Context: an optimization exercise on an open-source flow, tuned for small area. The choices shown serve that exercise and are no tape-out recipe.
The RTL was checked by simulation tests, not by an equivalence proof against the original design.
No activity file was given, so power comes from the tool's default toggle rates.

`config.mk`:
```
export PLATFORM = sky130hd
export DESIGN_NAME = Project_2_TOP
export DESIGN_NICKNAME = Project_2_TOP
export VERILOG_FILES = /design/flow/design.v
export SDC_FILE = /design/flow/constraint.sdc
export NUM_CORES = 4
export LEC_CHECK = 0
export CAP_MARGIN = 20
export CORE_MARGIN = 2
export CORE_UTILIZATION = 40
export PLACE_DENSITY = 0.6
export SLEW_MARGIN = 20
```
`constraint.sdc`:
```
create_clock -name core_clock -period 10.0 [get_ports {MAX10_CLK1_50}]
set_input_delay 2.0000 -clock core_clock [delete_from_list [all_inputs] [get_ports {MAX10_CLK1_50}]]
set_output_delay 2.0000 -clock core_clock [all_outputs]
set_load 0.01 [all_outputs]
```
`design.v`:
```
module clock_Divider(clock, reset, divided_Clock, tick);
parameter q = 25000;
input clock;
input reset;
output reg divided_Clock;
output tick;							 
reg [25:0]clock_Count;
assign tick = (clock_Count == q) && !divided_Clock;
always@(posedge clock) 
	begin
	if (reset)
		begin
		clock_Count <= 0;
		divided_Clock <= 1'b0;
		end
	else
		begin
		clock_Count <= clock_Count + 1;
		if (clock_Count == q)
			begin
			clock_Count <= 0;
			divided_Clock <= !divided_Clock;
			end
		end
	end
endmodule
module LFSR(CLK1, CE, RESET, LFSROutput);
input CLK1;
input CE;
input RESET;
output reg [7:0] LFSROutput;
wire FEEDBACK = LFSROutput[7];
always @(posedge CLK1)
begin
 if (RESET)
  LFSROutput <= 8'b11111111;				 
 else if (CE)
 begin
  LFSROutput[0] <= FEEDBACK;
  LFSROutput[1] <= LFSROutput[0];
  LFSROutput[2] <= LFSROutput[1];
  LFSROutput[3] <= LFSROutput[2] ^ FEEDBACK; 
  LFSROutput[4] <= LFSROutput[3] ^ FEEDBACK;
  LFSROutput[5] <= LFSROutput[4] ^ FEEDBACK;
  LFSROutput[6] <= LFSROutput[5] ^ FEEDBACK;
  LFSROutput[7] <= LFSROutput[6];
 end
end
endmodule
module down_Counter(clock, CE, random_Number, clear, ENABLE, count, downCount_Complete);
input clock;
input CE;
input clear;
input ENABLE;
input [7:0]random_Number;
output reg [7:0]count;
output reg [7:0]downCount_Complete;
always@(posedge clock) 
	begin
	if (clear)
	begin
		downCount_Complete <= 8'b00000000;
		count <= 8'b00000000;
	end
	else if (CE)
	begin
		if(ENABLE)
		count <= count + 1;
		if (count == random_Number)
			downCount_Complete <= 1'b1;
		else
			downCount_Complete <= 1'b0;
	end
	end
endmodule
module BCD_counter (Clock, CE, Reset, Clear, ENABLE, BCD3, BCD2, BCD1, BCD0);
input Clock, CE, Reset, Clear, ENABLE;
output reg [3:0] BCD3, BCD2, BCD1, BCD0;
always @(posedge Clock)
	begin
		if (Reset || (CE && Clear))
			begin
			BCD3 <= 0;
			BCD2 <= 0;
			BCD1 <= 0;
			BCD0 <= 0;
			end
		else if (CE && ENABLE)
			if (BCD0 == 4'b1001)
			begin
				BCD0 <= 0;
				if (BCD1 == 4'b1001)
				begin
					BCD1 <= 0;
					if (BCD2 == 4'b1001)
					begin	
						BCD2 <= 0;
						if (BCD3 ==4'b1001)
						begin	
							BCD3 <= 0;
						end
						else
						BCD3 <= BCD3 +1;
					end
					else
					BCD2 <= BCD2 +1;	
				end		
				else
				BCD1 <= BCD1 + 1;
			end
			else
			BCD0 <= BCD0 + 1;
	end
endmodule
module display_MUX(displayState, BCD3, BCD2, BCD1, BCD0, HS3, HS2, HS1, HS0, Display3, Display2, Display1, Display0);
input displayState;
input  [3:0]BCD0;
input  [3:0]BCD1;
input  [3:0]BCD2;
input  [3:0]BCD3;
input  [3:0]HS0;
input  [3:0]HS1;
input  [3:0]HS2;
input  [3:0]HS3;
output reg[6:0]Display0;
output reg[6:0]Display1;
output reg[6:0]Display2;
output reg[6:0]Display3;
always@(*)begin
	if(displayState == 1'b1)begin
		Display3 = HS3;
		Display2 = HS2;
		Display1 = HS1;
		Display0 = HS0;
		end
	else begin	
		Display3 = BCD3;
		Display2 = BCD2;
		Display1 = BCD1;
		Display0 = BCD0;
		end
end
endmodule
module BCD_decoder(BCDIn0, BCDIn1, BCDIn2, BCDIn3, HEX0, HEX1, HEX2, HEX3);
	input  [3:0]BCDIn0;
	input  [3:0]BCDIn1;
	input  [3:0]BCDIn2;
	input  [3:0]BCDIn3;
	output reg[6:0]HEX0;
	output reg[6:0]HEX1;
	output reg[6:0]HEX2;
	output reg[6:0]HEX3;
	always @(*)
		begin
		case (BCDIn0)
			4'b0000: HEX0 = 7'b1000000;	 
			4'b0001: HEX0 = 7'b1111001;	 
			4'b0010: HEX0 = 7'b0100100;	 
			4'b0011: HEX0 = 7'b0110000;	 
			4'b0100: HEX0 = 7'b0011001;	 
			4'b0101: HEX0 = 7'b0010010;	 
			4'b0110: HEX0 = 7'b0000010;	 
			4'b0111: HEX0 = 7'b1111000;	 
			4'b1000: HEX0 = 7'b0000000;	 
			4'b1001: HEX0 = 7'b0010000;	 
			default: HEX0 = 7'b1111111;	 
		endcase
		case (BCDIn1)
			4'b0000: HEX1 = 7'b1000000;	 
			4'b0001: HEX1 = 7'b1111001;	 
			4'b0010: HEX1 = 7'b0100100;	 
			4'b0011: HEX1 = 7'b0110000;	 
			4'b0100: HEX1 = 7'b0011001;	 
			4'b0101: HEX1 = 7'b0010010;	 
			4'b0110: HEX1 = 7'b0000010;	 
			4'b0111: HEX1 = 7'b1111000;	 
			4'b1000: HEX1 = 7'b0000000;	 
			4'b1001: HEX1 = 7'b0010000;	 
			default: HEX1 = 7'b1111111;	 
		endcase
		case (BCDIn2)
			4'b0000: HEX2 = 7'b1000000;	 
			4'b0001: HEX2 = 7'b1111001;	 
			4'b0010: HEX2 = 7'b0100100;	 
			4'b0011: HEX2 = 7'b0110000;	 
			4'b0100: HEX2 = 7'b0011001;	 
			4'b0101: HEX2 = 7'b0010010;	 
			4'b0110: HEX2 = 7'b0000010;	 
			4'b0111: HEX2 = 7'b1111000;	 
			4'b1000: HEX2 = 7'b0000000;	 
			4'b1001: HEX2 = 7'b0010000;	 
			default: HEX2 = 7'b1111111;	 
		endcase
		case (BCDIn3)
			4'b0000: HEX3 = 7'b1000000;	 
			4'b0001: HEX3 = 7'b1111001;	 
			4'b0010: HEX3 = 7'b0100100;	 
			4'b0011: HEX3 = 7'b0110000;	 
			4'b0100: HEX3 = 7'b0011001;	 
			4'b0101: HEX3 = 7'b0010010;	 
			4'b0110: HEX3 = 7'b0000010;	 
			4'b0111: HEX3 = 7'b1111000;	 
			4'b1000: HEX3 = 7'b0000000;	 
			4'b1001: HEX3 = 7'b0010000;	 
			default: HEX3 = 7'b1111111;	 
		endcase
		end
endmodule
module Project_2_TOP
(
	MAX10_CLK1_50,
	LEDR,
	HEX0,
	HEX1,
	HEX2,
	HEX3,
	HEX4,
	HEX5,
	KEY,
	SW
);
input			MAX10_CLK1_50;					 
input	[1:0]	KEY;								 
input	[9:0]	SW;								 
output	[9:0]	LEDR;							 
output	[7:0]	HEX0;							 
output	[7:0]	HEX1;							 
output	[7:0]	HEX2;							 
output	[7:0]	HEX3;							 
output	[7:0]	HEX4;							 
output	[7:0]	HEX5;							 
reg CLEAR;										 
wire RESET;										 
wire [3:0]BCD0;								 
wire [3:0]BCD1;								 
wire [3:0]BCD2;								 
wire [3:0]BCD3;								 
wire divided_Clock;							 
wire Slow_Clock;								 
wire fast_Tick;								 
wire slow_Tick;								 
wire [7:0]LFSR_Value;						 
wire [7:0]downCount_Complete;				 
wire [7:0]count;								 
wire [6:0]display3;							 
wire [6:0]display2;							 
wire [6:0]display1;							 
wire [6:0]display0;							 
reg counter_Enable;							 
reg downCounter_Enable;						 
reg [15:0]highScore;							 
reg [2:0]A;										 
reg displayState;								 
assign RESET = SW[0];						 
assign HEX0[7] = 1'b1;						 
assign HEX1[7] = 1'b1;						 
assign HEX2[7] = 1'b1;						 
assign HEX3[7] = 1'b0;						 
assign HEX4 = 8'b11111111;					 
assign HEX5 = 8'b11111111;					 
assign LEDR[9] = SW[0];						 
assign LEDR[8] = downCounter_Enable;	 
assign LEDR[7] = counter_Enable;			 
assign LEDR[6] = displayState;			 
assign LEDR[5] = downCount_Complete[0];	 
assign LEDR[4] = downCount_Complete[0];	 
assign LEDR[3] = downCount_Complete[0];	 
assign LEDR[2:0] = A[2:0];					 
always@(posedge MAX10_CLK1_50)
begin
	if(SW[0]==1)begin							 
		A<=3'b000;
		counter_Enable <= 0;
		downCounter_Enable <= 0;
		displayState <= 0;
		CLEAR <= 1'b0;
		highScore <= 16'b1001100110011001;
		end
	else if(A == 3'b000 && KEY[1] == 1'b0)begin
		A <= 3'b001;
		counter_Enable <= 0;
		downCounter_Enable <=0;
		displayState <= 1;
		end
	else if(A == 3'b001 && downCount_Complete[1:0] == 0 && KEY[0] == 1'b0)begin  
		downCounter_Enable <= 1'b1;
		A <= 3'b010;
		CLEAR <= 1'b1;							 
		displayState <= 0;
		end
	else if(A == 3'b010 && downCount_Complete[1:0] == 1)begin
		CLEAR <= 1'b0;							 
		counter_Enable <= 1;
		downCounter_Enable <=0;
		A <= 3'b011;
		displayState <= 0;
		end
	else if(A == 3'b011 && KEY[0] == 1'b0)begin 
		counter_Enable <= 0;
		downCounter_Enable <=0;
		A <= 3'b000;
		displayState <= 0;	
			if(highScore[15:0] > {BCD3[3:0],BCD2[3:0],BCD1[3:0],BCD0[3:0]})begin
			highScore[15:0] <= {BCD3[3:0],BCD2[3:0],BCD1[3:0],BCD0[3:0]};
			end
		end
end		
display_MUX display_MUX_INST1(displayState, BCD3[3:0], BCD2[3:0], BCD1[3:0], BCD0[3:0], highScore[15:12],highScore[11:8],highScore[7:4], highScore[3:0], display3, display2, display1, display0);
BCD_decoder decoder_INST1(display0[3:0], display1[3:0], display2[3:0], display3[3:0], HEX0[6:0], HEX1[6:0], HEX2[6:0], HEX3[6:0]);
BCD_counter BCD_Count_INST1(MAX10_CLK1_50, fast_Tick, RESET, CLEAR, counter_Enable, BCD3, BCD2, BCD1, BCD0);
clock_Divider #(24) clk_Div_INST1(MAX10_CLK1_50, RESET, divided_Clock, fast_Tick);
clock_Divider #(249) Slow_Clock_INST1(MAX10_CLK1_50, RESET, Slow_Clock, slow_Tick);
LFSR LFSR_INST1(MAX10_CLK1_50, slow_Tick, RESET, LFSR_Value);
down_Counter down_Counter_INST1(MAX10_CLK1_50, slow_Tick, LFSR_Value, RESET, downCounter_Enable, count, downCount_Complete);
endmodule
```
`run.sh`:
```
#!/bin/bash
# synth_recipe.tcl (not shown) runs the flow's synth.tcl, then flattens the netlist and writes it again
# the make line also repeats each setting of config.mk as NAME=value (left out here)
make -C /OpenROAD-flow-scripts/flow DESIGN_CONFIG=/design/flow/config.mk WORK_HOME=/design/flow/orfs CLKGATE_MAP_FILE= SYNTH_SCRIPT=/design/flow/synth_recipe.tcl finish
```
==> results_tabular.tex, run 1 <==
\begin{tabular}{lr}
\hline
Metric & Value \\
\hline
\multicolumn{2}{l}{\textbf{Global routing}} \\
\quad GRT Resource Usage Total & 15.04\% \\
\quad Global-route wire length before repair & around 21000 um \\
\quad GR Overflow Total & 0 \\
\quad Pin count of the biggest net entering global routing & 62 \\
\quad Antenna violations before repair & 0 \\
\quad Via count of the first global-routing pass & 4578 \\
\multicolumn{2}{l}{\textbf{Job}} \\
\quad Maxcap violations & 0 \\
\multicolumn{2}{l}{\textbf{STA}} \\
\quad Max-slew headroom & between 30 and 40\% \\
\quad Layout Skew & between 0.01 and 0.015 ns \\
\quad Final critical-path required period & slightly below 5 ns \\
\quad Transition time at the pin with the least slew margin & between 0.9 and 1 ns \\
\quad Finish-stage setup viols & 0 \\
\quad Sum Neg Setup Slack & 0 ns \\
\quad Worst Hold Margin & roughly 0.48 ns \\
\quad Slew Limit Fails & 0 \\
\quad Unrepaired setup endpoints after global routing & no \\
\quad Portion of the clock cycle consumed by the worst path in the final layout & approximately half \\
\quad Highest clock frequency the design can meet & slightly above 200 MHz \\
\quad Final hold violation count & 0 \\
\multicolumn{2}{l}{\textbf{Power and ir drop}} \\
\quad Cell internal power dissipation & roughly 0.7 mW \\
\quad Pwr per Cell Area & 128.2 mW/mm2 \\
\quad Max VDD drop & 0.08556 mV \\
\quad Clock power share & 40.1\% \\
\quad Register share of total power & approximately 48\% \\
\quad Switching Share & $\sim$24\% \\
\quad Psw & between 0.2 and 0.25 mW \\
\quad Reported leakage power & 2.645 nW \\
\quad Logic gate share of total power & around 12\% \\
\multicolumn{2}{l}{\textbf{Floorplanning}} \\
\quad Vertical extent of the die & 130.7 um \\
\quad Width of the die & $\sim$130 um \\
\quad Boundary pin count & 71 \\
\quad Core region area & approximately 0.016 mm2 \\
\quad Standard-cell rows & 46 \\
\quad Die area & about 0.017 mm2 \\
\quad Starting density of the core & approximately two fifths \\
\multicolumn{2}{l}{\textbf{Worst setup path}} \\
\quad Critical-path cell with the highest stage delay & sky130\_fd\_sc\_hd\_\_clkdlybuf4s50\_1 \\
\quad Critical Path AT & between 2 and 3 ns \\
\quad Reg2reg path depth & 8 \\
\quad Critical Path Fanout Max & 26 \\
\quad Critical Setup Path Class & flip-flop to output pin \\
\quad Worst path required time & roughly 8.0 ns \\
\quad Series of cell instances along the critical path & buf\_4 > o21ai\_0 > inv\_1 > ha\_1 > nand2\_1 > o21ai\_0 > a22oi\_1 > clkdlybuf4s50\_1 \\
\quad Startpoint of the worst-slack reg-to-reg timing path & BCD\_Count\_INST1.BCD2[1]\$\_SDFFE\_PP0P\_ \\
\quad FF-to-FF setup slack & about 7.4 ns \\
\quad Nature of the critical path startpoint & flip-flop \\
\quad Sort of element at the end of the critical path & output pin \\
\quad Most frequent CP cell & sky130\_fd\_sc\_hd\_\_o21ai\_0 \\
\quad CP max stage delay & $\sim$0.56 ns \\
\quad Critical register-to-register path endpoint & highScore[8]\$\_SDFFE\_PP1P\_ \\
\multicolumn{2}{l}{\textbf{Clock tree}} \\
\quad Total CTS buffers & 9 \\
\quad Buffers from clock root to sink, at most & 2 \\
\quad Clock root cell & sky130\_fd\_sc\_hd\_\_clkbuf\_16 \\
\quad CTS sink cnt & about 110 \\
\quad Count of buffers added by post-CTS timing repair for setup & 0 \\
\quad Clock insertion delay at the later pin of the skew report & 0.35 ns \\
\quad Hold-fix buffer count after cts & 0 \\
\quad Total number of H-tree levels & 3 \\
\quad Clock-pin transition on the worst setup and hold timing paths & 0.07 ns \\
\quad Resized Gates After CTS & 0 \\
\quad CTS tree & done \\
\multicolumn{2}{l}{\textbf{Layout}} \\
\quad Fraction of final layout cells with drive strength greater than 1 & 4.034\% \\
\quad Post-layout util & between 40\% and 50\% \\
\quad Total Nets Final & roughly 870 \\
\quad Area growth, synth to finish & 11.60\% \\
\quad Ant. Diodes & 0 \\
\multicolumn{2}{l}{\textbf{Routing}} \\
\quad Count of unresolved DRC violations after routing & 0 \\
\quad Topmost layer with routed signal wires & met4 \\
\quad Total met2 wirelength after detailed routing & 5706 um \\
\quad Met1 wire length & between 5000 and 6000 um \\
\quad Met3 wirelength from detailed routing & between 300 and 400 um \\
\quad Routed Wire Length & 12180 um \\
\quad Count of nets left with antenna violations after detail routing & 0 \\
\quad First-pass detailed-route iteration total & 4 \\
\quad Mean number of vias per cell & $\sim$5 \\
\quad Via count & about 5000 \\
\quad Drt wl/cell & roughly 12 um \\
\quad Initial DRC count & slightly below 300 \\
\multicolumn{2}{l}{\textbf{Synthesis}} \\
\quad Share of synthesized area occupied by flip-flops and latches & between 30 and 40\% \\
\quad Total of warnings raised by yosys & 8 \\
\quad Number of enable-type register cells in the synthesized netlist & 0 \\
\quad Simple-gate area share of the yosys netlist & about 26\% \\
\quad Synthesized area per cell & slightly above 8 um2 \\
\quad Fraction of the mapped netlist area in adder cells & around 8.0\% \\
\quad Fraction of synthesis flops using an asynchronous set or reset pin & 0\% \\
\quad Largest family of logic cells by synthesized area & simple AND/OR/NAND/NOR gates \\
\quad Mapped Area & around 0.0064 mm2 \\
\quad Distinct cell type count after synthesis & 52 \\
\quad Share of synthesized area spent on multiplexers & 4.073\% \\
\quad Number of storage elements in the synthesis netlist & about 110 \\
\quad Post-Synthesis Cells & roughly 800 \\
\quad Top FF cell, synth & sky130\_fd\_sc\_hd\_\_dfxtp\_1 \\
\quad Fraction of the mapped netlist area in compound gates & a little over a tenth \\
\quad Share of the synthesized netlist area taken by xor and xnor gates & about a tenth \\
\multicolumn{2}{l}{\textbf{Hold path}} \\
\quad Capture endpoint of the worst hold path & Slow\_Clock\_INST1.divided\_Clock\$\_SDFFE\_PP0N\_ \\
\quad Cell depth of the worst hold path & 2 \\
\quad Worst min-delay path class & flip-flop to flip-flop \\
\quad Hold Startpoint & Slow\_Clock\_INST1.divided\_Clock\$\_SDFFE\_PP0N\_ \\
\multicolumn{2}{l}{\textbf{Placement}} \\
\quad Global placer's final weighted congestion & 0.7784 \\
\quad DP HPWL & 8757 um \\
\quad Input/output buffers & 40 \\
\multicolumn{2}{l}{\textbf{Outcome}} \\
\quad Result of the run & timing/DRC/antenna clean \\
\hline
\end{tabular}
-- cell families after synthesis --
kind of cell | Yosys count
fa+ha+maj | 41
other cells | 2
flops | 109
mux | 26
compound gates | 115
xor+xnor | 73
buf+inv | 93
simple gates | 336
-- critical path, delay by kind of cell, from the launching register on --
family	cells	cell delay [ns]
buffers and inverters	3	1.02
AOI/OAI and AO/OA	3	0.78
DFF	1	0.37
adders and majority gates	1	0.26
and+or+nand+nor	1	0.05
-- cell usage after synthesis (2+ instances only) --
cell | instances | area, um2
sky130_fd_sc_hd__nor4_1 | 9 | 56.30
sky130_fd_sc_hd__buf_4 | 28 | 210.2
sky130_fd_sc_hd__nor2b_1 | 4 | 25.02
sky130_fd_sc_hd__xnor2_1 | 46 | 402.9
sky130_fd_sc_hd__or2_2 | 2 | 12.51
sky130_fd_sc_hd__clkbuf_1 | 22 | 82.58
sky130_fd_sc_hd__nand3b_1 | 4 | 30.03
sky130_fd_sc_hd__a21o_1 | 8 | 60.06
sky130_fd_sc_hd__nor3_1 | 16 | 80.08
sky130_fd_sc_hd__inv_1 | 38 | 142.6
sky130_fd_sc_hd__mux2i_1 | 25 | 250.2
sky130_fd_sc_hd__a22oi_1 | 4 | 30.03
sky130_fd_sc_hd__or4_1 | 2 | 15.01
sky130_fd_sc_hd__or3_1 | 9 | 56.30
sky130_fd_sc_hd__a211o_1 | 4 | 35.03
sky130_fd_sc_hd__conb_1 | 2 | 7.510
sky130_fd_sc_hd__and3_1 | 13 | 81.33
sky130_fd_sc_hd__o21a_1 | 9 | 67.56
sky130_fd_sc_hd__nand2_1 | 59 | 221.5
sky130_fd_sc_hd__dfxtp_1 | 109 | 2182
sky130_fd_sc_hd__ha_1 | 41 | 513.0
sky130_fd_sc_hd__nand3_1 | 18 | 90.09
sky130_fd_sc_hd__and2_1 | 5 | 31.28
sky130_fd_sc_hd__buf_2 | 4 | 20.02
sky130_fd_sc_hd__nor3b_1 | 2 | 15.01
sky130_fd_sc_hd__and4_1 | 7 | 61.31
sky130_fd_sc_hd__a21oi_2 | 2 | 17.52
sky130_fd_sc_hd__nor2_1 | 136 | 510.5
sky130_fd_sc_hd__nand4_1 | 19 | 118.9
sky130_fd_sc_hd__xor2_1 | 27 | 236.5
sky130_fd_sc_hd__nand2b_1 | 22 | 137.6
sky130_fd_sc_hd__a21oi_1 | 47 | 235.2
sky130_fd_sc_hd__o21ai_0 | 30 | 150.1
sky130_fd_sc_hd__o22ai_1 | 4 | 25.02
-- placed cells by master, fill, tap and decap left out, types with 8 or more instances in the layout --
master / instances
sky130_fd_sc_hd__a21o_1: 8
sky130_fd_sc_hd__a21oi_1: 47
sky130_fd_sc_hd__and3_1: 13
sky130_fd_sc_hd__clkbuf_16: 9
sky130_fd_sc_hd__clkdlybuf4s50_1: 39
sky130_fd_sc_hd__conb_1: 21
sky130_fd_sc_hd__dfxtp_1: 109
sky130_fd_sc_hd__ha_1: 41
sky130_fd_sc_hd__inv_1: 38
sky130_fd_sc_hd__mux2i_1: 25
sky130_fd_sc_hd__nand2_1: 59
sky130_fd_sc_hd__nand2b_1: 22
sky130_fd_sc_hd__nand3_1: 18
sky130_fd_sc_hd__nand4_1: 19
sky130_fd_sc_hd__nor2_1: 136
sky130_fd_sc_hd__nor3_1: 16
sky130_fd_sc_hd__nor4_1: 9
sky130_fd_sc_hd__o21a_1: 9
sky130_fd_sc_hd__o21ai_0: 30
sky130_fd_sc_hd__or3_1: 9
sky130_fd_sc_hd__xnor2_1: 46
sky130_fd_sc_hd__xor2_1: 27
-- sequential cells by signal (all words and copies together), names as in the netlist --
register / cells
BCD_Count_INST1.BCD0: 4
BCD_Count_INST1.BCD1: 4
BCD_Count_INST1.BCD2: 4
BCD_Count_INST1.BCD3: 4
CLEAR: 1
LEDR: 2
LFSR_INST1.LFSROutput: 8
Slow_Clock_INST1.clock_Count: 26
Slow_Clock_INST1.divided_Clock: 1
clk_Div_INST1.clock_Count: 26
clk_Div_INST1.divided_Clock: 1
counter_Enable: 1
displayState: 1
downCounter_Enable: 1
down_Counter_INST1.count: 8
down_Counter_INST1.downCount_Complete: 1
highScore: 16
-- how the worst max path moves through the flow --
stage | startpoint | end | slack [ns] | cells after the start
2_1_floorplan | SW[0] | LEDR[9] | 5.88 | 1
3_3_place_gp | SW[0] | LEDR[9] | 5.39 | 2
3_5_place_dp | SW[0] | LEDR[9] | 5.39 | 2
4_1_cts | displayState$_SDFFE_PP0P_ | HEX2[4] | 5.11 | 8
5_1_grt | displayState$_SDFFE_PP0P_ | HEX2[4] | 4.82 | 8
6_report | displayState$_SDFFE_PP0P_ | HEX0[4] | 5.15 | 8
-- power by group through the flow --
stage	registers, mW	clock network, mW	logic [mW]
after floorplan	0.451	0	0.0758
after global placement	0.454	0	0.107
after detailed placement	0.454	0	0.107
after CTS	0.444	0.382	0.108
after global routing	0.444	0.396	0.120
final	0.444	0.368	0.107
-- routing by layer --
metal,GRT usage [%],vias to the layer above
met1,18.61,2292
met5,0,-
met2,25.98,50
met3,3.542,9
met4,4.693,0
li1,-,2678
-- final cells by class --
type	count	area [um2]
repair buffers	43	417.9
well taps	216	270.3
inverters	38	142.6
clock buffers	11	252.7
fillers	1618	8606
flip-flops and latches	109	2182
multi-input cells	612	3842
clock inverters	5	56.30
-- through the flow --
step,power [mW],setup WS [ns],cells,cell area (um2)
floorplan,0.5266,5.881,814,6491
global placement,0.5612,5.390,1018,6855
detailed placement,0.5612,5.387,1018,6855
CTS,0.9333,5.113,1034,7164
global route,0.9602,4.823,1034,7164
finish,0.9184,5.148,1034,7164
==> inputs of run 2 (changes only) <==
==> design.v (replaced) <==
module Project_2_TOP
(
	MAX10_CLK1_50,
	LEDR,
	HEX0,
	HEX1,
	HEX2,
	HEX3,
	HEX4,
	HEX5,
	KEY,
	SW
);
input			MAX10_CLK1_50;
input	[1:0]	KEY;
input	[9:0]	SW;
output	[9:0]	LEDR;
output	[7:0]	HEX0;
output	[7:0]	HEX1;
output	[7:0]	HEX2;
output	[7:0]	HEX3;
output	[7:0]	HEX4;
output	[7:0]	HEX5;
wire clk = MAX10_CLK1_50;
wire rst = SW[0];
reg [5:0] c50;
reg [3:0] c10;
wire wrap50 = c50[5] & c50[4] & c50[0];			 
wire fast_Tick = (c50[4:0] == 5'b11000);			 
wire slow_Tick = wrap50 & (c10 == 4'd4);			 
always @(posedge clk)
	if (rst) begin
		c50 <= 6'd0;
		c10 <= 4'd0;
	end else begin
		c50 <= wrap50 ? 6'd0 : c50 + 6'd1;
		if (wrap50)
			c10 <= (c10[3] & c10[0]) ? 4'd0 : c10 + 4'd1;
	end
reg [1:0] A;
wire s1 = (A == 2'd1);
wire s2 = (A == 2'd2);
wire s3 = (A == 2'd3);
reg [7:0] q;
always @(posedge clk)
	if (rst)
		q <= 8'hFF;
	else if (slow_Tick)
		q <= {q[6], q[5]^q[7], q[4]^q[7], q[3]^q[7], q[2]^q[7], q[1], q[0], q[7]};
reg [7:0] count;
reg done;
always @(posedge clk)
	if (rst) begin
		count <= 8'd0;
		done <= 1'b0;
	end else if (slow_Tick) begin
		if (s2)
			count <= count + 8'd1;
		done <= (count == q);
	end
reg [3:0] B0, B1, B2, B3;
wire c0 = (B0 == 4'd9);
wire c1 = c0 & (B1 == 4'd9);
wire c2 = c1 & (B2 == 4'd9);
wire c3 = c2 & (B3 == 4'd9);
always @(posedge clk)
	if (rst || (fast_Tick && s2)) begin
		B0 <= 4'd0; B1 <= 4'd0; B2 <= 4'd0; B3 <= 4'd0;
	end else if (fast_Tick && s3) begin
		B0 <= c0 ? 4'd0 : B0 + 4'd1;
		if (c0) B1 <= c1 ? 4'd0 : B1 + 4'd1;
		if (c1) B2 <= c2 ? 4'd0 : B2 + 4'd1;
		if (c2) B3 <= c3 ? 4'd0 : B3 + 4'd1;
	end
reg [15:0] hs;
wire [15:0] bcd = {B3, B2, B1, B0};
always @(posedge clk)
	if (rst) begin
		A <= 2'd0;
		hs <= 16'h9999;
	end else if (A == 2'd0) begin
		if (!KEY[1]) A <= 2'd1;
	end else if (s1) begin
		if (!done && !KEY[0]) A <= 2'd2;
	end else if (s2) begin
		if (done) A <= 2'd3;
	end else begin
		if (!KEY[0]) begin
			A <= 2'd0;
			if (hs > bcd) hs <= bcd;
		end
	end
wire [15:0] disp = s1 ? hs : bcd;
function [6:0] seg;
	input [3:0] d;
	case (d)
		4'd0: seg = 7'b1000000;
		4'd1: seg = 7'b1111001;
		4'd2: seg = 7'b0100100;
		4'd3: seg = 7'b0110000;
		4'd4: seg = 7'b0011001;
		4'd5: seg = 7'b0010010;
		4'd6: seg = 7'b0000010;
		4'd7: seg = 7'b1111000;
		4'd8: seg = 7'b0000000;
		4'd9: seg = 7'b0010000;
		default: seg = 7'bxxxxxxx;
	endcase
endfunction
assign HEX0 = {1'b1, seg(disp[3:0])};
assign HEX1 = {1'b1, seg(disp[7:4])};
assign HEX2 = {1'b1, seg(disp[11:8])};
assign HEX3 = {1'b0, seg(disp[15:12])};
assign HEX4 = 8'hFF;
assign HEX5 = 8'hFF;
assign LEDR = {rst, s2, s3, s1, done, done, done, 1'b0, A};
endmodule
==> run 2 against run 1 <==
Effect of this change: clock skew is 0.0011 ns lower; combinational power grew to 3.2 times the previous value; flip-flop and latch count is 48 lower; core utilization is 1.6 points higher; register-to-register slack worse by 0.15 ns; first-iteration DRC count is 63% lower; worst setup slack worse by 0.34 ns; area after synthesis is 34% lower; final cell count is 33% lower; sequential power is 37% lower; non-clock buffer count is 1 lower.
==> results_tabular.tex, run 2 <==
\begin{tabular}{lr}
\hline
Metric & Value \\
\hline
\multicolumn{2}{l}{\textbf{Power and ir drop}} \\
\quad Pwr per Cell Area & 179.7 mW/mm2 (+40\%) \\
\quad Switching Share & 34.00\% (+9.9 points) \\
\quad Clock power share & 28.7\% (-11 points) \\
\quad Logic gate share of total power & 39.3\% (+28 points) \\
\quad Cell internal power dissipation & 0.5763 mW (-17\%) \\
\quad Psw & 0.2969 mW (+34\%) \\
\quad Register share of total power & 32.0\% (-16 points) \\
\quad Reported leakage power & 1.966 nW (-26\%) \\
\quad Max VDD drop & 0.1383 mV (+62\%) \\
\multicolumn{2}{l}{\textbf{Routing}} \\
\quad Count of unresolved DRC violations after routing & 0 (unchanged) \\
\quad Count of nets left with antenna violations after detail routing & 0 (unchanged) \\
\quad Initial DRC count & 107 (-63\%) \\
\quad First-pass detailed-route iteration total & 4 (unchanged) \\
\quad Routed Wire Length & 8178 um (-33\%) \\
\quad Drt wl/cell & 11.82 um (+0.33\%) \\
\quad Via count & 3394 (-33\%) \\
\quad Mean number of vias per cell & 4.905 (+0.84\%) \\
\multicolumn{2}{l}{\textbf{Worst setup path}} \\
\quad Critical-path cell with the highest stage delay & sky130\_fd\_sc\_hd\_\_clkdlybuf4s50\_1 \\
\quad Critical Setup Path Class & input pin to output pin \\
\quad Critical Path AT & 3.19 ns (+0.34 ns) \\
\quad Series of cell instances along the critical path & buf\_2 > buf\_4 > clkdlybuf4s50\_1 \\
\quad Critical Path Fanout Max & 60 (+130\%) \\
\quad Sort of element at the end of the critical path & output pin \\
\quad CP max stage delay & 0.64 ns (+0.08 ns) \\
\quad Nature of the critical path startpoint & input pin \\
\quad Worst path required time & 8.00 ns (about the same) \\
\multicolumn{2}{l}{\textbf{STA}} \\
\quad Transition time at the pin with the least slew margin & 0.8490 ns (-0.1346 ns) \\
\quad Final critical-path required period & 5.194 ns (+0.3422 ns) \\
\quad Final hold violation count & 0 (unchanged) \\
\quad Portion of the clock cycle consumed by the worst path in the final layout & 51.94\% (+3.4 points) \\
\quad Highest clock frequency the design can meet & 192.5 MHz (-6.6\%) \\
\quad Unrepaired setup endpoints after global routing & no \\
\quad Layout Skew & 0.009579 ns (-0.001131 ns) \\
\quad Sum Neg Setup Slack & 0 ns (unchanged) \\
\quad Max-slew headroom & 42.88\% (+9.1 points) \\
\quad Finish-stage setup viols & 0 (unchanged) \\
\quad Slew Limit Fails & 0 (unchanged) \\
\multicolumn{2}{l}{\textbf{Global routing}} \\
\quad GR Overflow Total & 0 (unchanged) \\
\quad Via count of the first global-routing pass & 3262 (-29\%) \\
\quad GRT Resource Usage Total & 15.13\% (+0.092 points) \\
\quad Pin count of the biggest net entering global routing & 61 (-1.6\%) \\
\quad Global-route wire length before repair & 14320 um (-32\%) \\
\quad Antenna violations before repair & 0 (unchanged) \\
\multicolumn{2}{l}{\textbf{Floorplanning}} \\
\quad Width of the die & 107.3 um (-18\%) \\
\quad Die area & 0.01151 mm2 (-33\%) \\
\quad Standard-cell rows & 37 (-20\%) \\
\quad Core region area & 0.01032 mm2 (-35\%) \\
\quad Starting density of the core & 41.34\% (+0.63 points) \\
\quad Boundary pin count & 71 (unchanged) \\
\quad Vertical extent of the die & 107.3 um (-18\%) \\
\multicolumn{2}{l}{\textbf{Clock tree}} \\
\quad Total number of H-tree levels & 3 (unchanged) \\
\quad Buffers from clock root to sink, at most & 2 (unchanged) \\
\quad Count of buffers added by post-CTS timing repair for setup & 0 (unchanged) \\
\quad Resized Gates After CTS & 0 (unchanged) \\
\quad Total CTS buffers & 9 (unchanged) \\
\quad Clock-pin transition on the worst setup and hold timing paths & 0.08 ns (about the same) \\
\quad CTS tree & done \\
\quad Clock root cell & sky130\_fd\_sc\_hd\_\_clkbuf\_8 \\
\quad Clock insertion delay at the later pin of the skew report & 0.34 ns (about the same) \\
\quad CTS sink cnt & 61 (-44\%) \\
\quad Hold-fix buffer count after cts & 0 (unchanged) \\
\multicolumn{2}{l}{\textbf{Synthesis}} \\
\quad Post-Synthesis Cells & 524 (-34\%) \\
\quad Total of warnings raised by yosys & 1 (-7) \\
\quad Number of storage elements in the synthesis netlist & 61 (-44\%) \\
\quad Mapped Area & 0.004268 mm2 (-34\%) \\
\quad Fraction of synthesis flops using an asynchronous set or reset pin & 0\% (unchanged) \\
\quad Synthesized area per cell & 8.145 um2 (+0.86\%) \\
\quad Top FF cell, synth & sky130\_fd\_sc\_hd\_\_dfxtp\_1 \\
\quad Cell types occupying the most area after synthesis & sky130\_fd\_sc\_hd\_\_dfxtp\_1, sky130\_fd\_sc\_hd\_\_ha\_1, sky130\_fd\_sc\_hd\_\_mux2i\_1 \\
\quad Share of synthesized area occupied by flip-flops and latches & 28.61\% (-5.4 points) \\
\quad Leading area contributor after synthesis & sky130\_fd\_sc\_hd\_\_dfxtp\_1 \\
\quad Most frequent cell after synthesis & sky130\_fd\_sc\_hd\_\_nor2\_1 \\
\quad Area share of the leading cell type in the synthesized netlist & 28.61\% (-5.4 points) \\
\quad Number of enable-type register cells in the synthesized netlist & 0 (unchanged) \\
\quad Most numerous cell types in the synthesized netlist & sky130\_fd\_sc\_hd\_\_nor2\_1, sky130\_fd\_sc\_hd\_\_dfxtp\_1, sky130\_fd\_sc\_hd\_\_nand2\_1, sky130\_fd\_sc\_hd\_\_ha\_1 \\
\quad Distinct cell type count after synthesis & 53 (+1.9\%) \\
\multicolumn{2}{l}{\textbf{Job}} \\
\quad Maxcap violations & 0 (unchanged) \\
\multicolumn{2}{l}{\textbf{Layout}} \\
\quad Ant. Diodes & 0 (unchanged) \\
\quad Fraction of final layout cells with drive strength greater than 1 & 5.576\% (+1.5 points) \\
\quad Post-layout util & 47.06\% (+1.6 points) \\
\quad Flip-flop count of the largest register after layout & 16 \\
\quad Most common cell after layout, fill and taps aside & sky130\_fd\_sc\_hd\_\_nor2\_1 \\
\quad Registers with the most flip-flops & hs (16), count (8), q (8) \\
\quad Commonest non-fill, non-tap cells in the layout & sky130\_fd\_sc\_hd\_\_nor2\_1, sky130\_fd\_sc\_hd\_\_dfxtp\_1, sky130\_fd\_sc\_hd\_\_nand2\_1, sky130\_fd\_sc\_hd\_\_ha\_1, sky130\_fd\_sc\_hd\_\_clkdlybuf4s50\_1 \\
\quad Area growth, synth to finish & 13.84\% \\
\quad Top reg by flops & hs \\
\quad Total Nets Final & 612 (-29\%) \\
\multicolumn{2}{l}{\textbf{Placement}} \\
\quad Global placer's final weighted congestion & 0.7744 (-0.51\%) \\
\quad DP HPWL & 6064 um (-31\%) \\
\quad Input/output buffers & 40 (unchanged) \\
\multicolumn{2}{l}{\textbf{Hold path}} \\
\quad Worst min-delay path class & flip-flop to flip-flop \\
\multicolumn{2}{l}{\textbf{Outcome}} \\
\quad Result of the run & timing/DRC/antenna clean \\
\hline
\end{tabular}
-- run 2: cell types whose count changed after synthesis, moves of 8 or more --
cell	before	now
sky130_fd_sc_hd__a21oi_1	47	33
sky130_fd_sc_hd__and3_1	13	1
sky130_fd_sc_hd__clkbuf_1	22	14
sky130_fd_sc_hd__dfxtp_1	109	61
sky130_fd_sc_hd__mux2i_1	25	34
sky130_fd_sc_hd__nand4_1	19	8
sky130_fd_sc_hd__nor2_1	136	67
sky130_fd_sc_hd__o21ai_0	30	13
sky130_fd_sc_hd__xnor2_1	46	14
sky130_fd_sc_hd__xor2_1	27	13
-- run 2: power by group through the flow --
| stage | sequential (mW) | clock (mW) | combinational [mW] |
|---|---|---|---|
| 2_1_floorplan | 0.282 | 0 | 0.225 |
| 3_3_place_gp | 0.284 | 0 | 0.341 |
| 3_5_place_dp | 0.286 | 0 | 0.346 |
| 4_1_cts | 0.280 | 0.257 | 0.348 |
| 5_1_grt | 0.283 | 0.268 | 0.383 |
| 6_report | 0.280 | 0.251 | 0.343 |
-- run 2: metal layers --
metal / vias to the layer above / wire, um / global-route usage [%]
met2: 58 / 3906 / 25.86
met4: 0 / 104 / 4.917
met5: - / 0 / 0
li1: 1773 / - / -
met3: 11 / 256 / 3.208
met1: 1552 / 3911 / 18.92
-- run 2: final timing paths --
check	start	end	slack, ns	depth (start not counted)
setup / recovery	SW[0]	LEDR[9]	4.81	3
hold / removal	c50[0]$_SDFF_PP0_	c50[0]$_SDFF_PP0_	0.50	1
setup reg to reg	B3[2]$_SDFFE_PP0P_	hs[1]$_SDFFE_PP0P_	7.25	7
hold reg to reg	c50[0]$_SDFF_PP0_	c50[0]$_SDFF_PP0_	0.50	1
-- run 2: worst max-delay path, delay by kind of cell --
kind | cells | cell delay [ns]
buffers and inverters | 3 | 1.17
-- run 2: stage by stage --
stage	instances	total power, mW	setup slack (ns)	area (um2)	hold slack (ns)
floorplan	543	0.5074	5.437	4339	0.4488
global placement	676	0.6247	4.794	4633	0.4703
detailed placement	676	0.6313	4.781	4633	0.4852
CTS	692	0.8849	4.778	4858	0.5025
global route	692	0.9336	4.709	4858	0.5285
finish	692	0.8732	4.806	4858	0.4985
-- run 2: cells by family after synthesis --
group / after synthesis / share of synthesized area [%]
simple gates: 204 / 23.45
buf+inv: 79 / 9.704
compound gates: 69 / 10.47
flops: 61 / 28.61
fa+ha+maj: 48 / 14.07
mux: 34 / 7.974
xor+xnor: 27 / 5.541
other cells: 2 / 0.1760
-- run 2: cell type report --
cell class / count / area, um2
Sequential cell: 61 / 1221
Clock inverter: 5 / 83.83
Clock buffer: 11 / 141.4
Timing Repair Buffer: 42 / 410.4
Multi-Input combinational cell: 403 / 2704
Fill cell: 1017 / 5465
Tap cell: 136 / 170.2
Inverter: 34 / 127.6

static timing again, ports no longer ideal:
In the flow no input, the clock included, has a driving cell. The finished layouts below were timed again as built, in two steps. Step 1 sets driving cells, clkbuf_16 on the clock port and buf_2 on the other inputs (assumed; they add their load-dependent delay and slew). Step 2 adds t to the input delays and takes it off the output delays; t is the mean of the earliest and latest rising clock arrival at the registers after step 1. Input paths then give back, and output paths get back, about the clock's delay inside the block. a / b / c = ideal / step 1 / step 2; a / b = the first two.
run | shift t [ns] | setup slack, ns | worst setup path after step 2
run 1 | 0.388 | 5.148 / 5.109 / 5.365 | input to output
run 2 | 0.363 | 4.806 / 4.786 / 4.786 | input to output
After both steps every run listed still meets setup and hold. The setup slack of run 2, which loses most, moves by -0.020 ns with the drivers and by -0.020 ns with both steps.
